Background: an optimization exercise with open tools, aiming at a short achievable clock period and few clock cycles per item. Do not read the settings as production practice. Only simulation tests tie the RTL to the original design; equivalence was not proved. The flow treats the clock pin as an ideal source, which a real chip does not have. Power is estimated from default activity; no workload was simulated.

File: flow/config.mk
export PLATFORM = sky130hd
export DESIGN_NAME = cache_source
export DESIGN_NICKNAME = cache_source
export VERILOG_FILES = /design/flow/design.v
export SDC_FILE = /design/flow/constraint.sdc
export NUM_CORES = 4
export LEC_CHECK = 0
export ABC_CLOCK_PERIOD_IN_PS = 1000
export CAP_MARGIN = 20
export CORE_MARGIN = 2
export CORE_UTILIZATION = 65
export PLACE_DENSITY = 0.75
export SETUP_SLACK_MARGIN = 3
export SLEW_MARGIN = 20
export SYNTH_HIERARCHICAL = 1
export SYNTH_MINIMUM_KEEP_SIZE = 0
export TNS_END_PERCENT = 100
File: flow/constraint.sdc
create_clock -name core_clock -period 5.0 [get_ports {clk}]
set_input_delay 1.0000 -clock core_clock [delete_from_list [all_inputs] [get_ports {clk}]]
set_output_delay 1.0000 -clock core_clock [all_outputs]
set_load 0.01 [all_outputs]
File: flow/design.v
`timescale 1ns / 1ps
module cache_source(
clk,
rst,
PRead_request,
PWrite_request,
PRead_ready,
PWrite_done,
PWrite_data,
PRead_data,
PAddress,
MRead_request,
MWrite_request,
MRead_ready,
MWrite_done,
MWrite_data,
MRead_data,
MAddress
);
input clk;
input rst;
input PRead_request;
input PWrite_request;
input [7:0] PWrite_data;
input [7:0] PAddress;
output [7:0] PRead_data;
output PRead_ready;
output PWrite_done;
input MRead_ready;
input MWrite_done;
input [31:0] MRead_data;
output [7:0] MAddress;
output MRead_request;
output MWrite_request;
output [7:0] MWrite_data;
reg [31:0] blocks[7:0];
reg [2:0] tags[7:0];
reg [7:0] valid;
reg mrq, mwq, prr, pwd;
reg [7:0] prd, maddr, mwdata;
reg busy;
reg fill;       
reg wupd;       
reg whit;       
reg [7:0] line_q;    
reg [31:0] byte_q;   
reg [1:0] off_q;     
reg [31:0] mdata;    
reg [7:0] addr_q;   
reg [7:0] fill_ln;
reg [31:0] wupd_b;
reg [7:0] wdata_q;
function [1023:0] sel_even(input [2047:0] v, input integer n);
    integer i;
    begin
        sel_even = 0;
        for (i = 0; i < n; i = i + 1)
            sel_even[8 * i +: 8] = v[16 * i +: 8];
    end
endfunction
function [1023:0] sel_odd(input [2047:0] v, input integer n);
    integer i;
    begin
        sel_odd = 0;
        for (i = 0; i < n; i = i + 1)
            sel_odd[8 * i +: 8] = v[16 * i + 8 +: 8];
    end
endfunction
wire idle = ~busy;
wire rd_answer = mrq & MRead_ready;
wire wr_answer = mwq & MWrite_done;
wire [3:0] lo_n;
wire [7:0] hi_n;
wire [4:0] a_n;
cs_inv5 u_inv(.a(PAddress[4:0]), .y(a_n));
cs_pdec u_pdec(.a(PAddress[4:0]), .a_n(a_n), .en(idle), .lo_n(lo_n), .hi_n(hi_n));
wire [23:0] tag_flat;
genvar g;
generate for (g = 0; g < 8; g = g + 1) begin : tf
    assign tag_flat[3 * g +: 3] = tags[g];
end endgenerate
wire [7:0] m_n;
cs_tageq u_tageq(.tags(tag_flat), .valid(valid), .t(PAddress[7:5]), .m_n(m_n));
wire hit, hit_n;
cs_hit u_hit(.hi_n(hi_n), .m_n(m_n), .hit(hit), .hit_n(hit_n));
wire mrq_d, prr_d;
cs_ctl u_ctl(.keep_r(~rst & mrq & ~MRead_ready), .new_r(~rst & idle & PRead_request), .hit_n(hit_n), .y(mrq_d));
cs_ctl u_ctl2(.keep_r(~rst & rd_answer), .new_r(~rst & PRead_request), .hit_n(hit), .y(prr_d));
wire [255:0] d;
genvar kk, bb;
generate for (kk = 0; kk < 32; kk = kk + 1) begin : dk
    for (bb = 0; bb < 8; bb = bb + 1) begin : db
        assign d[8 * kk + bb] = blocks[kk / 4][8 * (kk % 4) + bb];
    end
end endgenerate
wire [127:0] l1;
wire [63:0] l2;
wire [31:0] l3;
wire [15:0] l4;
wire [7:0] cbyte_n;
cs_mux2i #(.N(128)) u_l1(.a(sel_even(d, 32)), .b(sel_odd(d, 32)), .s(PAddress[0]), .y(l1));
cs_mux2i #(.N(64)) u_l2(.a(sel_even(l1, 16)), .b(sel_odd(l1, 16)), .s(PAddress[1]), .y(l2));
cs_mux2i #(.N(32)) u_l3(.a(sel_even(l2, 8)), .b(sel_odd(l2, 8)), .s(PAddress[2]), .y(l3));
cs_mux2i #(.N(16)) u_l4(.a(sel_even(l3, 4)), .b(sel_odd(l3, 4)), .s(PAddress[3]), .y(l4));
cs_mux2i #(.N(8)) u_l5(.a(l4[7:0]), .b(l4[15:8]), .s(PAddress[4]), .y(cbyte_n));
wire [7:0] mbyte = MRead_data[8 * off_q +: 8];
wire [7:0] prd_next;
cs_mux2i #(.N(8)) u_out(.a(cbyte_n), .b(~mbyte), .s(busy), .y(prd_next));
always @(posedge clk) begin
    if (rst) begin
        busy <= 1'b0;
        mwq <= 1'b0;
        pwd <= 1'b0;
        fill <= 1'b0;
        fill_ln <= 8'h00;
        wupd_b <= 32'h0;
        wupd <= 1'b0;
    end else begin
        busy <= idle ? (PRead_request | PWrite_request) : ~(prr | pwd);
        mwq <= mwq ? ~MWrite_done : idle & PWrite_request;
        pwd <= wr_answer;
        fill <= rd_answer;
        fill_ln <= {8{rd_answer}} & line_q;
        wupd_b <= {32{wr_answer & whit}} & byte_q;
        wupd <= wr_answer & whit;
    end
    mrq <= mrq_d;
    prr <= prr_d;
    whit <= hit | (whit & busy);
    if (idle) begin
        addr_q <= PAddress;
        wdata_q <= PWrite_data;
    end
    line_q <= 8'd1 << addr_q[4:2];
    byte_q <= 32'd1 << addr_q[4:0];
    off_q <= addr_q[1:0];
    mdata <= MRead_data;
    maddr <= {PAddress[7:2], PAddress[1:0] & {2{PWrite_request}}};
    mwdata <= PWrite_data;
    prd <= prd_next;
end
always @(posedge clk) begin
    if (rst)
        valid <= 8'h00;
    else if (fill)
        valid <= valid | line_q;
end
genvar i, b;
generate for (i = 0; i < 8; i = i + 1) begin : ln
    always @(posedge clk)
        if (fill_ln[i])
            tags[i] <= addr_q[7:5];
    for (b = 0; b < 4; b = b + 1) begin : by
        always @(posedge clk)
            if (fill_ln[i])
                blocks[i][8 * b +: 8] <= mdata[8 * b +: 8];
            else if (wupd_b[4 * i + b])
                blocks[i][8 * b +: 8] <= wdata_q;
    end
end endgenerate
assign PRead_ready = prr;
assign PWrite_done = pwd;
assign MRead_request = mrq;
assign MWrite_request = mwq;
assign MWrite_data = mwdata;
assign MAddress = maddr;
assign PRead_data = prd;
endmodule
module cs_inv5(input [4:0] a, output [4:0] y);
assign y = ~a;
endmodule
module cs_pdec(input [4:0] a, input [4:0] a_n, input en, output [3:0] lo_n, output [7:0] hi_n);
genvar i;
generate for (i = 0; i < 4; i = i + 1) begin : l
    assign lo_n[i] = ~((i & 2 ? a[1] : a_n[1]) & (i & 1 ? a[0] : a_n[0]));
end
for (i = 0; i < 8; i = i + 1) begin : h
    assign hi_n[i] = ~(en & (i & 4 ? a[4] : a_n[4]) & (i & 2 ? a[3] : a_n[3]) & (i & 1 ? a[2] : a_n[2]));
end endgenerate
endmodule
module cs_tageq(input [23:0] tags, input [7:0] valid, input [2:0] t, output [7:0] m_n);
genvar j;
generate for (j = 0; j < 8; j = j + 1) begin : e
    assign m_n[j] = ~(valid[j] & (tags[3 * j +: 3] == t));
end endgenerate
endmodule
module cs_hit(input [7:0] hi_n, input [7:0] m_n, output hit, output hit_n);
wire [3:0] u;
cs_o22ai u_o(.a(hi_n), .b(m_n), .y(u));
wire [1:0] v_n;
cs_nor2x2 u_n(.a(u), .y(v_n));
assign hit = ~&v_n;
assign hit_n = &v_n;
endmodule
module cs_o22ai(input [7:0] a, input [7:0] b, output [3:0] y);
genvar p;
generate for (p = 0; p < 4; p = p + 1) begin : g
    assign y[p] = ~((a[2 * p] | b[2 * p]) & (a[2 * p + 1] | b[2 * p + 1]));
end endgenerate
endmodule
module cs_nor2x2(input [3:0] a, output [1:0] y);
assign y[0] = ~(a[0] | a[1]);
assign y[1] = ~(a[2] | a[3]);
endmodule
module cs_ctl(input keep_r, input new_r, input hit_n, output y);
assign y = keep_r | (new_r & hit_n);
endmodule
module cs_mux2i #(parameter N = 8) (input [N-1:0] a, input [N-1:0] b, input s, output [N-1:0] y);
assign y = ~(s ? b : a);
endmodule
File: flow/flow/run.sh
#!/bin/bash
# The standard layout, with two hooks: port buffers made strong after the
# resize step, and after CTS timing repaired
# again (see the .tcl files beside this script).
HERE=$(pwd)
export POST_RESIZE_TCL=$HERE/flow/post_resize.tcl
export POST_CTS_TCL=$HERE/flow/post_cts.tcl
bash standard.sh > standard.log 2>&1
status=$?
tail -n 20 standard.log
exit $status
File: flow/flow/post_cts.tcl
# More setup repair passes than the flow's one.
estimate_parasitics -placement
for {set i 0} {$i < 3} {incr i} {
  repair_timing -setup -setup_margin $::env(SETUP_SLACK_MARGIN) -repair_tns 100 -verbose
  estimate_parasitics -placement
}
detailed_placement
estimate_parasitics -placement
report_worst_slack -max
File: flow/flow/post_resize.tcl
# Port buffers: strong cells (the resizer leaves some as delay cells).
foreach inst [get_cells -quiet {input* output*}] {
  set m [get_property [get_lib_cells -of_objects $inst] name]
  if {![string match "sky130_fd_sc_hd__*buf*" $m] && ![string match "sky130_fd_sc_hd__dly*" $m]} { continue }
  set want [expr {[string match "input*" [get_name $inst]] ? "sky130_fd_sc_hd__buf_12" : "sky130_fd_sc_hd__buf_6"}]
  if {$m ne $want} { replace_cell $inst $want }
}
File: flow/standard.sh
#!/bin/bash
# synth_recipe.tcl (not shown) runs the flow's synth.tcl, then flattens the netlist and writes it again
# the make line also repeats each setting of config.mk as NAME=value (left out here)
make -C /OpenROAD-flow-scripts/flow DESIGN_CONFIG=/design/flow/config.mk WORK_HOME=/design/flow/orfs CLKGATE_MAP_FILE= SYNTH_SCRIPT=/design/flow/synth_recipe.tcl "${@:-finish}"
==> key figures, run 1 <==
Status
  – Outcome: no timing/DRC/antenna violations

Global routing
  – Total track usage: 0.361
  – Total gr overflow: 0
  – First-pass GRT wire length: 79200 um
  – Largest net degree at the start of global routing: 48
  – Initial antenna violation count: 0
  – Vias in the first global route: 12300

Timing
  – Worst Max-Slew Pin Slew: 1.01 ns
  – F_max: 491 MHz
  – Hold Fails Final Rpt: 0
  – Max-slew violations: 0
  – Setup TNS Final: 0 ns
  – Rel. slew slack: 0.327
  – RSZ-0062 raised after global routing: yes
  – Fin crit period: 2.04 ns
  – Fin crit share: 0.408
  – Final setup vio count: 0
  – Setup Skew: 0.0218 ns

Finish
  – Number of fill cells: 1823
  – Layout cell share with drive strength beyond 1: 0.153
  – Most common cell after layout, fill and taps aside: nand2_1
  – # diodes: 0
  – Most frequent cells in the layout: nand2_1 (515), edfxtp_1 (296), mux2i_1 (255)
  – Non-Filler Instances: 2099
  – Final #Nets: 1728
  – Area Overhead vs Synth: 15.5%

Worst setup path
  – Flop-to-flop setup slack: 2.96 ns
  – Crit start category: register
  – Critical path type: register to register
  – Worst Path Required: 5.45 ns
  – Reg-to-reg endpoint: mrq
  – Worst r2r path cells: 7
  – CP Capture Type: register
  – CP max FO: 25
  – Crit path arrival time: 2.49 ns
  – Worst Setup EP: mrq
  – CP startpoint: busy
  – Worst r2r src: busy

Place
  – DP Cell Count: 1997
  – Buffers on Ports: 81
  – HPWL after detailed placement: 33200 um
  – GPL Wtd Cong: 0.843

Routing
  – Pre-antenna DRT Iters: 5
  – Vias: 12700
  – DRC viols: 0
  – Vias/cell: 6.05
  – Starting DRT DRC Count: 1452
  – Final ANT Viol Nets: 0
  – Drt wl/cell: 26.7 um
  – Total Wirelength: 56100 um

Die
  – Die W: 176 um
  – Die area: 31000 sq um
  – Die height: 176 um
  – CORE AREA: 29400 sq um
  – Num rows: 63
  – Starting Density: 0.655
  – Boundary pin count: 82

Synthesis
  – Mapped cell area: 19300 sq um
  – Gate Count Post-Synth: 1618
  – YS warnings: 17
  – Syn Area/Cell: 11.9 sq um
  – Syn nets: 1672

Power
  – Leakage: 9.14 nW
  – Peak supply drop: 0.417 mV
  – Power per standard cell area: 366 nW/um^2

Worst hold path
  – Hold Crit Class: register to register

Job
  – Max-Cap Viols: 0

Clocking
  – CTS tree: done
  – CTS sink cnt: 449
  – Clk slew on worst S/H paths: 0.06 ns
  – Worst skew pair latency: 0.56 ns
report_power, final:
part,switching (mW),total (mW),internal [mW]
clock network,1.40,3.34,1.94
logic,0.309,0.605,0.296
registers,0.155,4.19,4.03
total,1.87,8.13,6.27
cell type report:
cell class / count / area [sq um] / share of cell area
multi-input combinational: 1047 / 6320 / 0.284
timing repair buffer: 119 / 1920 / 0.0862
clock inverter: 10 / 62.6 / 0.00281
clock buffer: 71 / 1410 / 0.0634
sequential: 449 / 12000 / 0.539
inverter: 13 / 48.8 / 0.00220
tap: 390 / 488 / 0.0220
routing by layer:
metal,wire length (um),GRT usage
met1,20500,0.485
met2,25800,0.577
met3,6680,0.0644
met4,3120,0.170
met5,0,0.00801
critical path: stages (launching register included):
cell	delay, ns
dfxtp_4	0.44
inv_1	0.14
buf_4	0.35
nand4_1	0.21
o22ai_1	0.28
nor2_1	0.14
and2_1	0.19
a21o_1	0.16
worst min-delay path by stage:
stage               start          to  slack [ns]  cells after the start
3_5_place_dp   byte_q[16]  wupd_b[16]        0.41                      1
5_1_grt        byte_q[21]  wupd_b[21]        0.44                      1
6_report       byte_q[16]  wupd_b[16]        0.42                      1
3_3_place_gp   byte_q[12]  wupd_b[12]        0.41                      1
2_1_floorplan  byte_q[10]  wupd_b[10]        0.41                      1
state kept, by name, indices dropped and copies added, names as in the netlist, 24 cells and up:
name	count
mdata	32
byte_q	32
wupd_b	32
blocks	256
tags	24
per-stage QoR:
step / utilization / setup slack, ns / total power [mW] / area [sq um] / hold WS (ns)
2_1_floorplan: - / 2.97 / 4.52 / 19300 / 0.406
3_3_place_gp: 0.672 / 1.76 / 4.73 / 19700 / 0.407
5_1_grt: 0.756 / 2.97 / 8.29 / 22200 / 0.442
3_5_place_dp: 0.691 / 1.92 / 4.80 / 20300 / 0.412
6_report: 0.756 / 2.96 / 8.13 / 22200 / 0.424
Testbench counts, summed over its fixed seeds: cycles 103,715, items 24,000.
==> inputs of run 2 (changes only) <==
--- a/flow/design.v
+++ b/flow/design.v
@@ -46,7 +46,7 @@
 reg [31:0] byte_q;   
 reg [1:0] off_q;     
 reg [31:0] mdata;    
-reg [7:0] addr_q;   
+reg [2:0] tag_q;
 reg [7:0] fill_ln;
 reg [31:0] wupd_b;
 reg [7:0] wdata_q;
@@ -128,12 +128,12 @@
     prr <= prr_d;
     whit <= hit | (whit & busy);
     if (idle) begin
-        addr_q <= PAddress;
+        tag_q <= PAddress[7:5];
         wdata_q <= PWrite_data;
     end
-    line_q <= 8'd1 << addr_q[4:2];
-    byte_q <= 32'd1 << addr_q[4:0];
-    off_q <= addr_q[1:0];
+    line_q <= 8'd1 << PAddress[4:2];
+    byte_q <= 32'd1 << PAddress[4:0];
+    off_q <= PAddress[1:0];
     mdata <= MRead_data;
     maddr <= {PAddress[7:2], PAddress[1:0] & {2{PWrite_request}}};
     mwdata <= PWrite_data;
@@ -149,7 +149,7 @@
 generate for (i = 0; i < 8; i = i + 1) begin : ln
     always @(posedge clk)
         if (fill_ln[i])
-            tags[i] <= addr_q[7:5];
+            tags[i] <= tag_q;
     for (b = 0; b < 4; b = b + 1) begin : by
         always @(posedge clk)
             if (fill_ln[i])
--- a/flow/flow/run.sh
+++ b/flow/flow/run.sh
@@ -1,6 +1,6 @@
 #!/bin/bash
 # The standard layout, with two hooks: port buffers made strong after the
-# resize step, and after CTS timing repaired
+# resize step, and after CTS the clock root buffer dropped and timing repaired
 # again (see the .tcl files beside this script).
 HERE=$(pwd)
 export POST_RESIZE_TCL=$HERE/flow/post_resize.tcl
--- a/flow/flow/post_cts.tcl
+++ b/flow/flow/post_cts.tcl
@@ -1,3 +1,18 @@
+set block [ord::get_db_block]
+set clknet [[$block findBTerm clk] getNet]
+set loads [$clknet getITerms]
+if {[llength $loads] == 1} {
+  set root [[lindex $loads 0] getInst]
+  set onet [[$root findITerm X] getNet]
+  set sinks {}
+  foreach it [$onet getITerms] { if {[$it getInst] != $root} { lappend sinks $it } }
+  if {[llength $sinks] <= 4} {
+    puts "Removing clock root [$root getName] with [llength $sinks] loads"
+    foreach it $sinks { $it disconnect; $it connect $clknet }
+    odb::dbInst_destroy $root
+    odb::dbNet_destroy $onet
+  }
+}
 # More setup repair passes than the flow's one.
 estimate_parasitics -placement
 for {set i 0} {$i < 3} {incr i} {
--- a/flow/config.mk
+++ b/flow/config.mk
@@ -8,9 +8,8 @@
 export ABC_CLOCK_PERIOD_IN_PS = 1000
 export CAP_MARGIN = 20
 export CORE_MARGIN = 2
-export CORE_UTILIZATION = 65
-export PLACE_DENSITY = 0.75
-export SETUP_SLACK_MARGIN = 3
+export CORE_UTILIZATION = 40
+export SETUP_SLACK_MARGIN = 4.5
 export SLEW_MARGIN = 20
 export SYNTH_HIERARCHICAL = 1
 export SYNTH_MINIMUM_KEEP_SIZE = 0
==> key figures, run 2 <==
Status
  – Outcome: no timing/DRC/antenna violations (unchanged)

Finish
  – Area Overhead vs Synth: 46.3% (was 15.5%)
  – Layout cell share with drive strength beyond 1: 0.502 (was 0.153)
  – Number of fill cells: 3523 (was 1823)
  – Register area: 11900 sq um (was 12000 sq um)
  – Most common cell after layout, fill and taps aside: edfxtp_1 (was nand2_1)
  – Fin util: 0.589 (was 0.756)
  – Non-Filler Instances: 2483 (was 2099)
  – Max reg flops: 256 (unchanged)
  – Design area: 27900 sq um (was 22200 sq um)
  – Top reg by flops: blocks (unchanged)
  – Area taken by multi-input logic gates: 8620 sq um (was 6320 sq um)
  – Most frequent cells in the layout: edfxtp_1 (291), nand2_2 (260), mux2i_1 (251) (was nand2_1 (515), edfxtp_1 (296), mux2i_1 (255))
  – Final #Nets: 1885 (was 1728)
  – # diodes: 0 (unchanged)

Timing
  – Setup Skew: 0.0257 ns (was 0.0218 ns)
  – Rel. slew slack: 0.472 (was 0.327)
  – Max-slew violations: 0 (unchanged)
  – Setup TNS Final: 0 ns (unchanged)
  – Worst Max-Slew Pin Slew: 0.790 ns (was 1.01 ns)
  – Slack of the critical path: 2.88 ns (was 2.96 ns)
  – Fin crit share: 0.424 (was 0.408)
  – Fin crit period: 2.12 ns (was 2.04 ns)
  – Hold Fails Final Rpt: 0 (unchanged)
  – WHS: 0.417 ns (was 0.424 ns)
  – Final setup vio count: 0 (unchanged)
  – F_max: 472 MHz (was 491 MHz)
  – RSZ-0062 raised after global routing: yes (unchanged)

Place
  – DP Cell Count: 2213 (was 1997)
  – Dpl cell area: 20800 sq um (was 20300 sq um)
  – HPWL after detailed placement: 33700 um (was 33200 um)
  – Pre-CTS WS: 2.10 ns (was 1.92 ns)
  – Buffers on Ports: 81 (unchanged)
  – GPL Wtd Cong: 0.809 (was 0.843)

Global routing
  – Met1 Track Usage GR: 0.357 (was 0.485)
  – GRT met3 Usage: 0.0751 (was 0.0644)
  – First-pass GRT wire length: 100000 um (was 79200 um)
  – Total gr overflow: 0 (unchanged)
  – Total track usage: 0.285 (was 0.361)
  – GR Layer Usage met2: 0.461 (was 0.577)
  – Largest net degree at the start of global routing: 20 (was 48)
  – Initial antenna violation count: 2 (was 0)
  – Vias in the first global route: 14300 (was 12300)
  – Most used routing layer: met2 (unchanged)

Job
  – Max-Cap Viols: 0 (unchanged)

Worst setup path
  – Crit start category: input pin (was register)
  – Slowest stage cell, crit path: mux2i_2 (was dfxtp_4)
  – Buf/Inv on CP: 3 (was 2)
  – Reg-to-reg endpoint: prd[4] (was mrq)
  – Cell family with most CP delay: multiplexers (was simple AND/OR/NAND/NOR gates)
  – CP startpoint: PAddress[0] (was busy)
  – CP max FO: 8 (was 25)
  – Critical path type: input pin to register (was register to register)
  – Worst r2r path cells: 3 (was 7)
  – Levels on crit path: 9 (was 7)
  – Cell mode on critical path: mux2i_1
  – Worst r2r src: off_q[0] (was busy)
  – Flop-to-flop setup slack: 3.16 ns (was 2.96 ns)
  – Crit path arrival time: 2.41 ns (was 2.49 ns)
  – Slowest Stage Delay on Critical Path: 0.29 ns (was 0.44 ns)
  – Worst Path Required: 5.29 ns (was 5.45 ns)
  – Worst path cell trace: buf_16 > buf_12 > buf_16 > mux2i_1 > mux2i_1 > mux2i_1 > mux2i_2 > mux2i_1 > mux2i_1 (was inv_1 > buf_4 > nand4_1 > o22ai_1 > nor2_1 > and2_1 > a21o_1)
  – CP Capture Type: register (unchanged)

Routing
  – Total Wirelength: 71600 um (was 56100 um)
  – Vias/cell: 5.70 (was 6.05)
  – Starting DRT DRC Count: 1226 (was 1452)
  – Drt wl/cell: 28.8 um (was 26.7 um)
  – DRC viols: 0 (unchanged)
  – Pre-antenna DRT Iters: 5 (unchanged)
  – Vias: 14200 (was 12700)
  – Final ANT Viol Nets: 0 (unchanged)

Power
  – Total chip power: 8.31 mW (was 8.13 mW)
  – Peak supply drop: 0.241 mV (was 0.417 mV)
  – Power per standard cell area: 297 nW/um^2 (was 366 nW/um^2)
  – Leakage: 11.5 nW (was 9.14 nW)

Clocking
  – Clk slew on worst S/H paths: 0.07 ns (was 0.06 ns)
  – Worst skew pair latency: 0.39 ns (was 0.56 ns)
  – CTS sink cnt: 444 (was 449)
  – CTS tree: done (unchanged)

Die
  – Starting Density: 0.403 (was 0.655)
  – Num rows: 80 (was 63)
  – Die W: 223 um (was 176 um)
  – Boundary pin count: 82 (unchanged)
  – Die height: 223 um (was 176 um)
  – CORE AREA: 47400 sq um (was 29400 sq um)
  – Die area: 49500 sq um (was 31000 sq um)

Worst hold path
  – Hold path endpoint: wupd_b[19] (was wupd_b[16])
  – WHS Path Cells: 1 (unchanged)
  – Hold Crit Start: byte_q[19] (was byte_q[16])
  – Hold Crit Class: register to register (unchanged)

Synthesis
  – Gate Count Post-Synth: 1615 (was 1618)
  – Syn Area/Cell: 11.8 sq um (was 11.9 sq um)
  – YS warnings: 17 (unchanged)
  – Syn nets: 1669 (was 1672)
  – Mapped cell area: 19100 sq um (was 19300 sq um)
run 2: layout make-up:
type | count | area share
Sequential cell | 444 | 0.426
Multi-Input combinational cell | 1052 | 0.308
Timing Repair Buffer | 274 | 0.182
Clock buffer | 68 | 0.0486
Tap cell | 615 | 0.0275
Clock inverter | 16 | 0.00385
Inverter | 12 | 0.00215
Timing Repair inverter | 2 | 0.000985
run 2: how the worst max path moves through the flow:
stage                         to  slack [ns]
after global routing      prd[1]        2.81
after detailed placement  prd[5]        2.10
final                     prd[1]        2.88
after floorplan           prd[0]        2.97
after global placement    prd[5]        1.81
run 2: worst register-to-register path: stages, from the launching register on:
cell and delay, ns:
dfxtp_1 0.83, mux4_2 0.63, inv_1 0.12, mux2i_1 0.12
run 2: layer usage:
metal,routed length (um),up-vias
met4,4270,2
met5,12,-
li1,-,5967
met2,33200,918
met3,7600,274
met1,26600,6991
run 2: report_power, final:
part	internal (mW)	total (mW)	switching (mW)
sequential	3.98	4.10	0.122
clock	1.93	3.33	1.40
combinational	0.461	0.886	0.425
total	6.37	8.31	1.94
Testbench counts of run 2, summed over its fixed seeds: cycles 103,715, items 24,000.
==> inputs of run 3 (changes only) <==
==> flow/run.sh (new file) <==
#!/bin/bash
# synth_recipe.tcl (not shown) runs the flow's synth.tcl, then flattens the netlist and writes it again
# the make line also repeats each setting of config.mk as NAME=value (left out here)
make -C /OpenROAD-flow-scripts/flow DESIGN_CONFIG=/design/flow/config.mk WORK_HOME=/design/flow/orfs CLKGATE_MAP_FILE= SYNTH_SCRIPT=/design/flow/synth_recipe.tcl finish
--- a/flow/config.mk
+++ b/flow/config.mk
@@ -9,7 +9,7 @@
 export CAP_MARGIN = 20
 export CORE_MARGIN = 2
 export CORE_UTILIZATION = 40
-export SETUP_SLACK_MARGIN = 4.5
+export SETUP_SLACK_MARGIN = 3
 export SLEW_MARGIN = 20
 export SYNTH_HIERARCHICAL = 1
 export SYNTH_MINIMUM_KEEP_SIZE = 0
removed: flow/flow/run.sh
removed: flow/flow/post_cts.tcl
removed: flow/flow/post_resize.tcl
removed: flow/standard.sh
==> key figures, run 3 <==
Global routing
  – First-pass GRT wire length: 77800 um (was 100000 um)
  – Total gr overflow: 0 (unchanged)
  – Vias in the first global route: 11400 (was 14300)
  – GRT met3 Usage: 0.0487 (was 0.0751)
  – Met1 Track Usage GR: 0.320 (was 0.357)
  – Initial antenna violation count: 0 (was 2)
  – GR Layer Usage met2: 0.327 (was 0.461)
  – Most used routing layer: met2 (unchanged)
  – Largest net degree at the start of global routing: 48 (was 20)
  – Total track usage: 0.221 (was 0.285)

Timing
  – Hold Fails Final Rpt: 0 (unchanged)
  – Fin crit share: 0.411 (was 0.424)
  – Fin crit period: 2.06 ns (was 2.12 ns)
  – Final setup vio count: 0 (unchanged)
  – WHS: 0.420 ns (was 0.417 ns)
  – Setup Skew: 0.0194 ns (was 0.0257 ns)
  – RSZ-0062 raised after global routing: yes (unchanged)
  – F_max: 486 MHz (was 472 MHz)
  – Max-slew violations: 0 (unchanged)
  – Setup TNS Final: 0 ns (unchanged)
  – Worst Max-Slew Pin Slew: 0.878 ns (was 0.790 ns)
  – Rel. slew slack: 0.414 (was 0.472)

Place
  – GPL Wtd Cong: 0.790 (was 0.809)
  – HPWL after detailed placement: 34000 um (was 33700 um)
  – Buffers on Ports: 81 (unchanged)

Worst setup path
  – CP Capture Type: output pin (was register)
  – Worst path cell trace: buf_6 (was buf_16 > buf_12 > buf_16 > mux2i_1 > mux2i_1 > mux2i_1 > mux2i_2 > mux2i_1 > mux2i_1)
  – CP max FO: 1 (was 8)
  – Cell family with most CP delay: flip-flops (was multiplexers)
  – Buf/Inv on CP: 1 (was 3)
  – Critical path type: register to output pin (was input pin to register)
  – Worst Path Required: 4.00 ns (was 5.29 ns)
  – Slowest stage cell, crit path: dfxtp_4 (was mux2i_2)
  – Slowest Stage Delay on Critical Path: 0.36 ns (was 0.29 ns)
  – Crit start category: register (was input pin)
  – Crit path arrival time: 1.06 ns (was 2.41 ns)

Routing
  – Pre-antenna DRT Iters: 5 (unchanged)
  – Vias: 12100 (was 14200)
  – DRC viols: 0 (unchanged)
  – Final ANT Viol Nets: 0 (unchanged)
  – Vias/cell: 5.22 (was 5.70)
  – Total Wirelength: 54900 um (was 71600 um)
  – Starting DRT DRC Count: 1326 (was 1226)
  – Drt wl/cell: 23.7 um (was 28.8 um)

Die
  – Die height: 223 um (unchanged)
  – CORE AREA: 47400 sq um (unchanged)
  – Boundary pin count: 82 (unchanged)
  – Die area: 49500 sq um (unchanged)
  – Starting Density: 0.403 (unchanged)
  – Die W: 223 um (unchanged)
  – Num rows: 80 (unchanged)

Finish
  – Layout cell share with drive strength beyond 1: 0.117 (was 0.502)
  – Most common cell after layout, fill and taps aside: nand2_1 (was edfxtp_1)
  – Max reg flops: 256 (unchanged)
  – # diodes: 0 (unchanged)
  – Area Overhead vs Synth: 14.2% (was 46.3%)
  – Register area: 11800 sq um (was 11900 sq um)
  – Number of fill cells: 4346 (was 3523)
  – Final #Nets: 1720 (was 1885)
  – Area taken by multi-input logic gates: 6370 sq um (was 8620 sq um)
  – Most frequent cells in the layout: nand2_1 (516), edfxtp_1 (291), mux2i_1 (250) (was edfxtp_1 (291), nand2_2 (260), mux2i_1 (251))
  – Top reg by flops: blocks (unchanged)

Clocking
  – CTS H-Tree Depth: 2
  – CTS sink cnt: 444 (unchanged)
  – Clk slew on worst S/H paths: 0.07 ns (about the same)
  – TritonCTS buffer count: 45
  – CTS root buffer: clkbuf_16
  – Worst skew pair latency: 0.57 ns (was 0.39 ns)
  – CTS tree: done (unchanged)
  – Longest Clk Path Bufs: 3
  – Cts hold-fix bufs: 0

Synthesis
  – Mapped cell area: 19100 sq um (unchanged)
  – Syn nets: 1669 (unchanged)
  – YS warnings: 17 (unchanged)
  – Gate Count Post-Synth: 1615 (unchanged)
  – Syn Area/Cell: 11.8 sq um (unchanged)

Power
  – Leakage: 8.79 nW (was 11.5 nW)
  – Peak supply drop: 0.294 mV (was 0.241 mV)
  – Power per standard cell area: 370 nW/um^2 (was 297 nW/um^2)

Job
  – Max-Cap Viols: 0 (unchanged)

Status
  – Outcome: no timing/DRC/antenna violations (unchanged)

Worst hold path
  – Hold Crit Class: register to register (unchanged)
## run 3: layout make-up
type,instances,share of cell area
sequential,444,0.542
tap,615,0.0352
clock inverter,18,0.00888
timing repair buffer,114,0.0596
multi-input combinational,1049,0.292
clock buffer,64,0.0601
inverter,12,0.00206
## run 3: path summary, 6_finish.rpt
path                        end  slack, ns  depth (start not counted)       start
setup / recovery  PRead_data[3]       2.94                          1      prd[3]
hold / removal       wupd_b[20]       0.42                          1  byte_q[20]
setup reg to reg         prd[1]       3.18                          3    off_q[0]
hold reg to reg      wupd_b[20]       0.42                          1  byte_q[20]
## run 3: repair_timing
action	4_1_cts	5_1_grt
gates cloned	5	2
endpoints found under the setup margin	99	36
setup buffers	2	3
resized for setup	179	22
## run 3: stage by stage
step | area [sq um] | power [mW] | setup WS (ns) | utilization | std cells
after floorplan | 19100 | 4.45 | 2.97 | - | 1615
after global placement | 19900 | 4.68 | 1.79 | 0.420 | 2222
after detailed placement | 19900 | 4.69 | 1.74 | 0.420 | 2222
after CTS | 21700 | 8.09 | 2.92 | 0.457 | 2311
after global routing | 21800 | 8.31 | 2.92 | 0.460 | 2316
final | 21800 | 8.08 | 2.94 | 0.460 | 2316
## run 3: layer usage
metal / routed length [um] / up-vias
li1: - / 5578
met1: 24000 / 5828
met2: 23500 / 578
met3: 5680 / 94
met4: 1740 / 0
met5: 0 / -
## run 3: power by group
| group | switching [mW] | total [mW] | internal (mW) | leakage (nW) |
|---|---|---|---|---|
| combinational | 0.296 | 0.539 | 0.242 | 4.16 |
| sequential | 0.147 | 4.13 | 3.98 | 3.89 |
| clock | 1.38 | 3.41 | 2.03 | 0.741 |
| total | 1.82 | 8.08 | 6.25 | 8.79 |
==> inputs of run 4 (changes only) <==
--- a/flow/design.v
+++ b/flow/design.v
@@ -46,7 +46,7 @@
 reg [31:0] byte_q;   
 reg [1:0] off_q;     
 reg [31:0] mdata;    
-reg [2:0] tag_q;
+reg [7:0] addr_q;   
 reg [7:0] fill_ln;
 reg [31:0] wupd_b;
 reg [7:0] wdata_q;
@@ -128,12 +128,12 @@
     prr <= prr_d;
     whit <= hit | (whit & busy);
     if (idle) begin
-        tag_q <= PAddress[7:5];
+        addr_q <= PAddress;
         wdata_q <= PWrite_data;
     end
-    line_q <= 8'd1 << PAddress[4:2];
-    byte_q <= 32'd1 << PAddress[4:0];
-    off_q <= PAddress[1:0];
+    line_q <= 8'd1 << addr_q[4:2];
+    byte_q <= 32'd1 << addr_q[4:0];
+    off_q <= addr_q[1:0];
     mdata <= MRead_data;
     maddr <= {PAddress[7:2], PAddress[1:0] & {2{PWrite_request}}};
     mwdata <= PWrite_data;
@@ -149,7 +149,7 @@
 generate for (i = 0; i < 8; i = i + 1) begin : ln
     always @(posedge clk)
         if (fill_ln[i])
-            tags[i] <= tag_q;
+            tags[i] <= addr_q[7:5];
     for (b = 0; b < 4; b = b + 1) begin : by
         always @(posedge clk)
             if (fill_ln[i])
==> key figures, run 4 <==
Status
  – Outcome: no timing/DRC/antenna violations (unchanged)

Worst setup path
  – CP Capture Type: output pin (unchanged)
  – Crit start category: register (unchanged)
  – Cell family with most CP delay: flip-flops (unchanged)
  – Crit path arrival time: 1.06 ns (about the same)
  – Worst Path Required: 4.00 ns (about the same)
  – Levels on crit path: 1 (unchanged)
  – CP max FO: 1 (unchanged)
  – Worst path cell trace: buf_6 (unchanged)
  – Buf/Inv on CP: 1 (unchanged)
  – Worst r2r path cells: 2 (was 3)
  – Slowest Stage Delay on Critical Path: 0.36 ns (about the same)
  – Slowest stage cell, crit path: dfxtp_4 (unchanged)
  – Critical path type: register to output pin (unchanged)

Clocking
  – CTS tree: done (unchanged)
  – Clk slew on worst S/H paths: 0.07 ns (about the same)
  – Worst skew pair latency: 0.59 ns (was 0.57 ns)
  – CTS root buffer: clkbuf_16 (unchanged)
  – TritonCTS buffer count: 47 (was 45)
  – CTS H-Tree Depth: 2 (unchanged)
  – Longest Clk Path Bufs: 3 (unchanged)
  – CTS sink cnt: 449 (was 444)

Routing
  – Total Wirelength: 53300 um (was 54900 um)
  – Vias/cell: 5.22 (about the same)
  – DRC viols: 0 (unchanged)
  – Drt wl/cell: 23.0 um (was 23.7 um)
  – Vias: 12100 (about the same)
  – Starting DRT DRC Count: 957 (was 1326)
  – Pre-antenna DRT Iters: 5 (unchanged)
  – Final ANT Viol Nets: 0 (unchanged)

Finish
  – Final #Nets: 1723 (was 1720)
  – Design area: 22000 sq um (was 21800 sq um)
  – Most common cell after layout, fill and taps aside: nand2_1 (unchanged)
  – Non-Filler Instances: 2323 (was 2316)
  – Area Overhead vs Synth: 14.5% (was 14.2%)
  – Number of fill cells: 4282 (was 4346)
  – Top reg by flops: blocks (unchanged)
  – Fin util: 0.463 (was 0.460)
  – Layout cell share with drive strength beyond 1: 0.126 (was 0.117)
  – Most frequent cells in the layout: nand2_1 (515), edfxtp_1 (296), mux2i_1 (254) (was nand2_1 (516), edfxtp_1 (291), mux2i_1 (250))
  – Max reg flops: 256 (unchanged)
  – # diodes: 0 (unchanged)

Timing
  – Worst Max-Slew Pin Slew: 0.824 ns (was 0.878 ns)
  – Max-slew violations: 0 (unchanged)
  – WHS: 0.426 ns (was 0.420 ns)
  – Rel. slew slack: 0.450 (was 0.414)
  – RSZ-0062 raised after global routing: yes (unchanged)
  – Slack of the critical path: 2.94 ns (about the same)
  – F_max: 485 MHz (was 486 MHz)
  – Fin crit share: 0.413 (was 0.411)
  – Setup TNS Final: 0 ns (unchanged)
  – Hold Fails Final Rpt: 0 (unchanged)
  – Final setup vio count: 0 (unchanged)
  – Fin crit period: 2.06 ns (about the same)
  – Setup Skew: 0.0163 ns (was 0.0194 ns)

Worst hold path
  – Hold Crit Class: register to register (unchanged)
  – WHS Path Cells: 1 (unchanged)

Power
  – Peak supply drop: 0.263 mV (was 0.294 mV)
  – Comb pwr share: 0.062 (was 0.067)
  – Clk pwr share: 0.447 (was 0.422)
  – Sw Pwr: 1.94 mW (was 1.82 mW)
  – Seq pwr share: 0.491 (was 0.511)
  – Power per standard cell area: 384 nW/um^2 (was 370 nW/um^2)
  – Total chip power: 8.47 mW (was 8.08 mW)
  – Leakage: 8.89 nW (was 8.79 nW)
  – Net Sw Frac: 0.229 (was 0.226)
  – P_int: 6.53 mW (was 6.25 mW)

Place
  – Pre-CTS WS: 1.83 ns (was 1.74 ns)
  – DP Cell Count: 2225 (was 2222)
  – Dpl cell area: 20000 sq um (was 19900 sq um)
  – Buffers on Ports: 81 (unchanged)
  – HPWL after detailed placement: 34100 um (was 34000 um)
  – GPL Wtd Cong: 0.801 (was 0.790)

Die
  – CORE AREA: 47600 sq um (was 47400 sq um)
  – Num rows: 80 (unchanged)
  – Starting Density: 0.404 (was 0.403)
  – Die area: 49900 sq um (was 49500 sq um)
  – Die W: 223 um (about the same)
  – Boundary pin count: 82 (unchanged)
  – Die height: 223 um (about the same)

Global routing
  – Total gr overflow: 0 (unchanged)
  – First-pass GRT wire length: 76800 um (was 77800 um)
  – Initial antenna violation count: 0 (unchanged)
  – Largest net degree at the start of global routing: 48 (unchanged)
  – Total track usage: 0.214 (was 0.221)
  – Vias in the first global route: 11600 (was 11400)

Synthesis
  – YS warnings: 17 (unchanged)
  – Mapped cell area: 19300 sq um (was 19100 sq um)
  – Syn nets: 1672 (was 1669)
  – Syn Area/Cell: 11.9 sq um (was 11.8 sq um)
  – Gate Count Post-Synth: 1618 (was 1615)

Job
  – Max-Cap Viols: 0 (unchanged)
-- run 4: per-layer routing --
layer	up-vias	wire [um]	global-route usage	part of all wire
met4	0	1400	0.0662	0.026
met3	81	4050	0.0344	0.076
met2	504	23900	0.335	0.45
met5	-	0	0	0
met1	5971	24000	0.305	0.45
li1	5581	-	-	-
-- run 4: final timing paths --
| check | from | endpoint | slack (ns) |
|---|---|---|---|
| setup / recovery | prd[7] | PRead_data[7] | 2.94 |
| hold / removal | byte_q[13] | wupd_b[13] | 0.43 |
| setup reg to reg | fill_ln[7] | blocks[7][26] | 3.17 |
| hold reg to reg | byte_q[13] | wupd_b[13] | 0.43 |
-- run 4: power groups by stage --
| stage | combinational, mW | clock (mW) | sequential, mW |
|---|---|---|---|
| 2_1_floorplan | 0.370 | 0 | 4.15 |
| 3_3_place_gp | 0.487 | 0 | 4.23 |
| 3_5_place_dp | 0.498 | 0 | 4.23 |
| 4_1_cts | 0.511 | 3.83 | 4.15 |
| 5_1_grt | 0.570 | 3.96 | 4.16 |
| 6_report | 0.526 | 3.78 | 4.16 |
-- run 4: repair_timing --
action	4_1_cts	5_1_grt
setup buffers	2	3
pin swaps	0	1
hold buffers	0	0
resized for setup	166	26
endpoints found under the setup margin	99	39
gates cloned	3	2
-- run 4: cell type report --
class / instances / area, sq um / area share
Sequential cell: 449 / 12000 / 0.544
Multi-Input combinational cell: 1048 / 6340 / 0.288
Clock buffer: 66 / 1490 / 0.0676
Timing Repair Buffer: 110 / 1180 / 0.0537
Tap cell: 615 / 769 / 0.0349
Clock inverter: 22 / 228 / 0.0103
Inverter: 13 / 48.8 / 0.00221
Testbench counts of run 4, summed over its fixed seeds: cycles 103,715, items 24,000.
==> inputs of run 5 (changes only) <==
==> flow/flow/run.sh (new file) <==
#!/bin/bash
# The standard layout, with three hooks (the .tcl files beside this script):
# registers that drive outputs moved next to their output buffers after
# detailed placement, port buffers made strong after the resize step, and
# timing repaired again after CTS.
HERE=$(pwd)
export POST_DETAIL_PLACE_TCL=$HERE/flow/post_dp.tcl
export POST_RESIZE_TCL=$HERE/flow/post_resize.tcl
export POST_CTS_TCL=$HERE/flow/post_cts.tcl
bash standard.sh > standard.log 2>&1
status=$?
tail -n 20 standard.log
exit $status
==> flow/flow/post_cts.tcl (new file) <==
# More setup repair passes than the flow's one.
estimate_parasitics -placement
for {set i 0} {$i < 3} {incr i} {
  repair_timing -setup -setup_margin $::env(SETUP_SLACK_MARGIN) -repair_tns 100 -verbose
  estimate_parasitics -placement
}
detailed_placement
estimate_parasitics -placement
report_worst_slack -max
==> flow/flow/post_dp.tcl (new file) <==
# Move each register that drives an output buffer next to that buffer, then
# legalize.
set block [ord::get_db_block]
set moved 0
foreach bt [$block getBTerms] {
  if {[$bt getIoType] ne "OUTPUT"} continue
  set net [$bt getNet]
  foreach it [$net getITerms] {
    if {![$it isOutputSignal]} continue
    set buf [$it getInst]
    set in [$buf findITerm A]
    if {$in eq "NULL" || $in eq ""} continue
    set dnet [$in getNet]
    foreach dit [$dnet getITerms] {
      if {![$dit isOutputSignal]} continue
      set ff [$dit getInst]
      if {![string match "*df*" [[$ff getMaster] getName]]} continue
      set loc [$buf getLocation]
      $ff setLocation [lindex $loc 0] [lindex $loc 1]
      incr moved
    }
  }
}
puts "post_dp: moved $moved registers next to their output buffers"
detailed_placement
==> flow/flow/post_resize.tcl (new file) <==
# Port buffers: strong cells (the resizer leaves some as delay cells).
foreach inst [get_cells -quiet {input* output*}] {
  set m [get_property [get_lib_cells -of_objects $inst] name]
  if {![string match "sky130_fd_sc_hd__*buf*" $m] && ![string match "sky130_fd_sc_hd__dly*" $m]} { continue }
  set want [expr {[string match "input*" [get_name $inst]] ? "sky130_fd_sc_hd__buf_12" : "sky130_fd_sc_hd__buf_6"}]
  if {$m ne $want} { replace_cell $inst $want }
}
==> flow/standard.sh (new file) <==
#!/bin/bash
# synth_recipe.tcl (not shown) runs the flow's synth.tcl, then flattens the netlist and writes it again
# the make line also repeats each setting of config.mk as NAME=value (left out here)
make -C /OpenROAD-flow-scripts/flow DESIGN_CONFIG=/design/flow/config.mk WORK_HOME=/design/flow/orfs CLKGATE_MAP_FILE= SYNTH_SCRIPT=/design/flow/synth_recipe.tcl "${@:-finish}"
removed: flow/run.sh
==> key figures, run 5 <==
Timing
  – Worst Max-Slew Pin Slew: 0.851 ns (was 0.824 ns)
  – Max-slew violations: 0 (unchanged)
  – Rel. slew slack: 0.432 (was 0.450)
  – RSZ-0062 raised after global routing: yes (unchanged)
  – F_max: 491 MHz (was 485 MHz)
  – Hold Fails Final Rpt: 0 (unchanged)
  – WHS: 0.421 ns (was 0.426 ns)
  – Fin crit share: 0.407 (was 0.413)
  – Setup Skew: 0.0179 ns (was 0.0163 ns)
  – Final setup vio count: 0 (unchanged)
  – Fin crit period: 2.04 ns (was 2.06 ns)
  – Setup TNS Final: 0 ns (unchanged)

Worst setup path
  – Worst r2r path cells: 3 (was 2)
  – Crit path arrival time: 1.04 ns (was 1.06 ns)
  – Worst path cell trace: buf_6 (unchanged)
  – Crit start category: register (unchanged)
  – Worst Path Required: 4.00 ns (about the same)
  – Slowest stage cell, crit path: dfxtp_2 (was dfxtp_4)
  – Slowest Stage Delay on Critical Path: 0.33 ns (was 0.36 ns)
  – CP Capture Type: output pin (unchanged)
  – CP max FO: 2 (was 1)
  – Levels on crit path: 1 (unchanged)
  – Critical path type: register to output pin (unchanged)
  – Cell family with most CP delay: flip-flops (unchanged)
  – Buf/Inv on CP: 1 (unchanged)

Global routing
  – First-pass GRT wire length: 79100 um (was 76800 um)
  – Total gr overflow: 0 (unchanged)
  – Vias in the first global route: 11900 (was 11600)
  – Total track usage: 0.220 (was 0.214)
  – Initial antenna violation count: 1 (was 0)
  – Largest net degree at the start of global routing: 48 (unchanged)

Routing
  – Final ANT Viol Nets: 0 (unchanged)
  – Vias: 12200 (was 12100)
  – Vias/cell: 5.22 (about the same)
  – Pre-antenna DRT Iters: 6 (was 5)
  – DRC viols: 0 (unchanged)
  – Total Wirelength: 54800 um (was 53300 um)
  – Drt wl/cell: 23.4 um (was 23.0 um)
  – Starting DRT DRC Count: 1233 (was 957)

Clocking
  – Worst skew pair latency: 0.60 ns (was 0.59 ns)
  – Clk slew on worst S/H paths: 0.06 ns (was 0.07 ns)
  – CTS tree: done (unchanged)
  – CTS sink cnt: 449 (unchanged)

Synthesis
  – Syn nets: 1672 (unchanged)
  – Syn Area/Cell: 11.9 sq um (unchanged)
  – Mapped cell area: 19300 sq um (unchanged)
  – Gate Count Post-Synth: 1618 (unchanged)
  – YS warnings: 17 (unchanged)

Die
  – CORE AREA: 47600 sq um (unchanged)
  – Die area: 49900 sq um (unchanged)
  – Die W: 223 um (unchanged)
  – Boundary pin count: 82 (unchanged)
  – Starting Density: 0.404 (unchanged)
  – Num rows: 80 (unchanged)
  – Die height: 223 um (unchanged)

Power
  – Total chip power: 8.36 mW (was 8.47 mW)
  – Peak supply drop: 0.242 mV (was 0.263 mV)
  – Power per standard cell area: 366 nW/um^2 (was 384 nW/um^2)
  – Leakage: 9.28 nW (was 8.89 nW)

Finish
  – Design area: 22800 sq um (was 22000 sq um)
  – Max reg flops: 256 (unchanged)
  – Area Overhead vs Synth: 18.6% (was 14.5%)
  – # diodes: 0 (unchanged)
  – Layout cell share with drive strength beyond 1: 0.169 (was 0.126)
  – Most frequent cells in the layout: nand2_1 (515), edfxtp_1 (296), mux2i_1 (246) (was nand2_1 (515), edfxtp_1 (296), mux2i_1 (254))
  – Top reg by flops: blocks (unchanged)
  – Final #Nets: 1743 (was 1723)
  – Most common cell after layout, fill and taps aside: nand2_1 (unchanged)
  – Fin util: 0.479 (was 0.463)

Job
  – Max-Cap Viols: 0 (unchanged)

Worst hold path
  – Hold Crit Class: register to register (unchanged)
  – WHS Path Cells: 1 (unchanged)

Place
  – GPL Wtd Cong: 0.801 (unchanged)
  – Buffers on Ports: 81 (unchanged)
  – Dpl cell area: 20600 sq um (was 20000 sq um)
  – HPWL after detailed placement: 34400 um (was 34100 um)

Status
  – Outcome: no timing/DRC/antenna violations (unchanged)
## run 5: path summary, 6_finish.rpt
path | from | slack (ns) | endpoint
worst min register to register | byte_q[14] | 0.42 | wupd_b[14]
worst min-delay path | byte_q[14] | 0.42 | wupd_b[14]
worst max register to register | off_q[1] | 3.11 | prd[3]
worst max-delay path | pwd | 2.96 | PWrite_done
## run 5: power by group
group	leakage, nW	switching, mW	internal (mW)
Combinational	4.54	0.312	0.312
Clock	0.804	1.49	2.09
Sequential	3.94	0.116	4.04
## run 5: cell type report
cell class,count,area [sq um]
clock buffers,73,1470
clock inverters,17,144
fillers,4213,24800
inverters,13,48.8
multi-input cells,1047,6350
flip-flops and latches,449,12000
well taps,615,769
repair buffers,130,2060
## run 5: per-stage QoR
| step | setup WS [ns] | cells |
|---|---|---|
| 3_5_place_dp | 2.03 | 2225 |
| 5_1_grt | 2.93 | 2344 |
| 2_1_floorplan | 2.97 | 1618 |
| 3_3_place_gp | 1.88 | 2225 |
| 6_report | 2.96 | 2344 |
## run 5: layer usage
| metal | wire (um) | track usage |
|---|---|---|
| met5 | 0 | 0 |
| met2 | 24500 | 0.349 |
| met3 | 4870 | 0.0415 |
| met4 | 1340 | 0.0609 |
| met1 | 24100 | 0.309 |
==> inputs of run 6 (changes only) <==
--- a/flow/config.mk
+++ b/flow/config.mk
@@ -8,7 +8,8 @@
 export ABC_CLOCK_PERIOD_IN_PS = 1000
 export CAP_MARGIN = 20
 export CORE_MARGIN = 2
-export CORE_UTILIZATION = 40
+export CORE_UTILIZATION = 65
+export PLACE_DENSITY = 0.75
 export SETUP_SLACK_MARGIN = 3
 export SLEW_MARGIN = 20
 export SYNTH_HIERARCHICAL = 1
==> key figures, run 6 <==
Clocking
  – Clk slew on worst S/H paths: 0.06 ns (about the same)
  – CTS tree: done (unchanged)
  – CTS sink cnt: 449 (unchanged)
  – Worst skew pair latency: 0.56 ns (was 0.60 ns)

Global routing
  – Initial antenna violation count: 0 (was 1)
  – GR Layer Usage met2: 0.564 (was 0.349)
  – Total track usage: 0.364 (was 0.220)
  – Total gr overflow: 0 (unchanged)
  – First-pass GRT wire length: 79700 um (was 79100 um)
  – Met1 Track Usage GR: 0.478 (was 0.309)
  – Vias in the first global route: 12500 (was 11900)
  – Most used routing layer: met2 (unchanged)
  – Largest net degree at the start of global routing: 48 (unchanged)
  – GRT met3 Usage: 0.0874 (was 0.0415)

Finish
  – Fin util: 0.755 (was 0.479)
  – Most common cell after layout, fill and taps aside: nand2_1 (unchanged)
  – Non-Filler Instances: 2102 (was 2344)
  – Final #Nets: 1729 (was 1743)
  – Most frequent cells in the layout: nand2_1 (515), edfxtp_1 (296), mux2i_1 (250) (was nand2_1 (515), edfxtp_1 (296), mux2i_1 (246))
  – Area Overhead vs Synth: 15.3% (was 18.6%)
  – Max reg flops: 256 (unchanged)
  – Top reg by flops: blocks (unchanged)
  – Design area: 22200 sq um (was 22800 sq um)
  – # diodes: 0 (unchanged)
  – Layout cell share with drive strength beyond 1: 0.157 (was 0.169)

Die
  – Boundary pin count: 82 (unchanged)
  – Starting Density: 0.655 (was 0.404)
  – Die height: 176 um (was 223 um)
  – Num rows: 63 (was 80)
  – Die area: 31000 sq um (was 49900 sq um)
  – CORE AREA: 29400 sq um (was 47600 sq um)
  – Die W: 176 um (was 223 um)

Worst setup path
  – Worst path cell trace: buf_12 > buf_6 > inv_1 > nand4_1 > o22ai_1 > nor2_1 > nand2_1 > a21o_1 (was buf_6)
  – Crit path arrival time: 2.47 ns (was 1.04 ns)
  – Cell family with most CP delay: buffers and inverters (was flip-flops)
  – Slowest Stage Delay on Critical Path: 0.32 ns (was 0.33 ns)
  – CP Capture Type: register (was output pin)
  – CP max FO: 20 (was 2)
  – Slowest stage cell, crit path: buf_6 (was dfxtp_2)
  – Critical path type: input pin to register (was register to output pin)
  – Crit start category: input pin (was register)
  – Worst Path Required: 5.44 ns (was 4.00 ns)
  – Buf/Inv on CP: 3 (was 1)

Power
  – Peak supply drop: 0.311 mV (was 0.242 mV)
  – Leakage: 9.11 nW (was 9.28 nW)
  – Total chip power: 7.99 mW (was 8.36 mW)
  – Power per standard cell area: 360 nW/um^2 (was 366 nW/um^2)

Synthesis
  – Mapped cell area: 19300 sq um (unchanged)
  – YS warnings: 17 (unchanged)
  – Syn Area/Cell: 11.9 sq um (unchanged)
  – Gate Count Post-Synth: 1618 (unchanged)
  – Syn nets: 1672 (unchanged)

Timing
  – RSZ-0062 raised after global routing: yes (unchanged)
  – Fin crit share: 0.405 (was 0.407)
  – Worst Max-Slew Pin Slew: 0.957 ns (was 0.851 ns)
  – Setup Skew: 0.0207 ns (was 0.0179 ns)
  – Rel. slew slack: 0.361 (was 0.432)
  – Slack of the critical path: 2.97 ns (was 2.96 ns)
  – Hold Fails Final Rpt: 0 (unchanged)
  – Final setup vio count: 0 (unchanged)
  – F_max: 494 MHz (was 491 MHz)
  – Setup TNS Final: 0 ns (unchanged)
  – WHS: 0.425 ns (was 0.421 ns)
  – Max-slew violations: 0 (unchanged)
  – Fin crit period: 2.03 ns (was 2.04 ns)

Place
  – GPL Wtd Cong: 0.843 (was 0.801)
  – Buffers on Ports: 81 (unchanged)
  – Dpl cell area: 20300 sq um (was 20600 sq um)
  – HPWL after detailed placement: 33200 um (was 34400 um)
  – DP Cell Count: 1997 (was 2225)
  – Pre-CTS WS: 1.92 ns (was 2.03 ns)

Job
  – Max-Cap Viols: 0 (unchanged)

Routing
  – Pre-antenna DRT Iters: 6 (unchanged)
  – Drt wl/cell: 26.2 um (was 23.4 um)
  – Vias/cell: 5.99 (was 5.22)
  – Starting DRT DRC Count: 1384 (was 1233)
  – Total Wirelength: 55100 um (was 54800 um)
  – Vias: 12600 (was 12200)
  – Final ANT Viol Nets: 0 (unchanged)
  – DRC viols: 0 (unchanged)

Status
  – Outcome: no timing/DRC/antenna violations (unchanged)

Worst hold path
  – Hold Crit Class: register to register (unchanged)
==> run 6: cell count changes in the layout (fill, tap and decap cells not counted), sizes merged <==
cell / before / now
clkinv: 13 / 18
buf: 122 / 114
clkbuf: 79 / 64
inv: 16 / 17
==> run 6: worst paths after layout <==
path / from / to / slack (ns) / depth (start not counted)
worst max-delay path: PAddress[3] / prr / 2.97 / 8
worst min-delay path: byte_q[16] / wupd_b[16] / 0.43 / 1
worst max register to register: busy / prr / 3.05 / 7
worst min register to register: byte_q[16] / wupd_b[16] / 0.43 / 1
==> run 6: worst reg2reg max path: stages (launching register included) <==
cell     delay [ns]
dfxtp_4        0.54
inv_1          0.09
buf_4          0.25
nand4_1        0.20
o22ai_1        0.13
nor2_1         0.22
nand2_1        0.20
a21o_1         0.21
==> run 6: where the power goes <==
part | leakage (nW) | switching (mW) | total [mW] | internal (mW)
registers | 3.94 | 0.152 | 4.19 | 4.04
clock network | 0.701 | 1.41 | 3.20 | 1.79
logic | 4.47 | 0.308 | 0.607 | 0.299
==> run 6: layer usage <==
metal  vias up  part of all wire
met1      5951              0.36
met3       203              0.12
li1       5582                 -
met2       862              0.45
met4         0             0.064
met5         -                 0
==> run 6: final cells by class <==
class                      count  area (sq um)
multi-input combinational   1047          6330
timing repair buffer         119          1930
inverter                      13          48.8
fill                        1805          7210
tap                          390           488
sequential                   449         12000
clock inverter                23           174
clock buffer                  61          1230

-- separate check: timing with driven ports --
No port has a modelled driver above. Below, the same layouts with a new extraction and two added sets of constraints. Step 1, drivers: a clkbuf_16 drives clk and a buf_2 each remaining input, both assumed. Step 2 also shifts input and output timing later by t, the mid clock arrival at the registers, as if the neighbouring blocks saw the same clock. Three values: ideal, step 1, step 2; two values: the first two.
| run | t, ns | setup slack, ns | slew at the worst register clock pin (ns) |
|---|---|---|---|
| run 1 | 0.601 | 2.962 / 2.771 / 2.169 | 0.07 / 0.07 |
| run 2 | 0.500 | 2.882 / 2.661 / 2.161 | 0.07 / 0.07 |
| run 3 | 0.616 | 2.943 / 2.826 / 2.210 | 0.07 / 0.07 |
| run 4 | 0.641 | 2.936 / 2.875 / 2.264 | 0.07 / 0.07 |
| run 5 | 0.643 | 2.964 / 2.723 / 2.080 | 0.06 / 0.06 |
| run 6 | 0.607 | 2.974 / 2.770 / 2.163 | 0.07 / 0.07 |
After both steps every run listed still meets setup and hold. The setup slack of run 5, which loses most, moves by -0.241 ns with the drivers and by -0.884 ns with both steps.
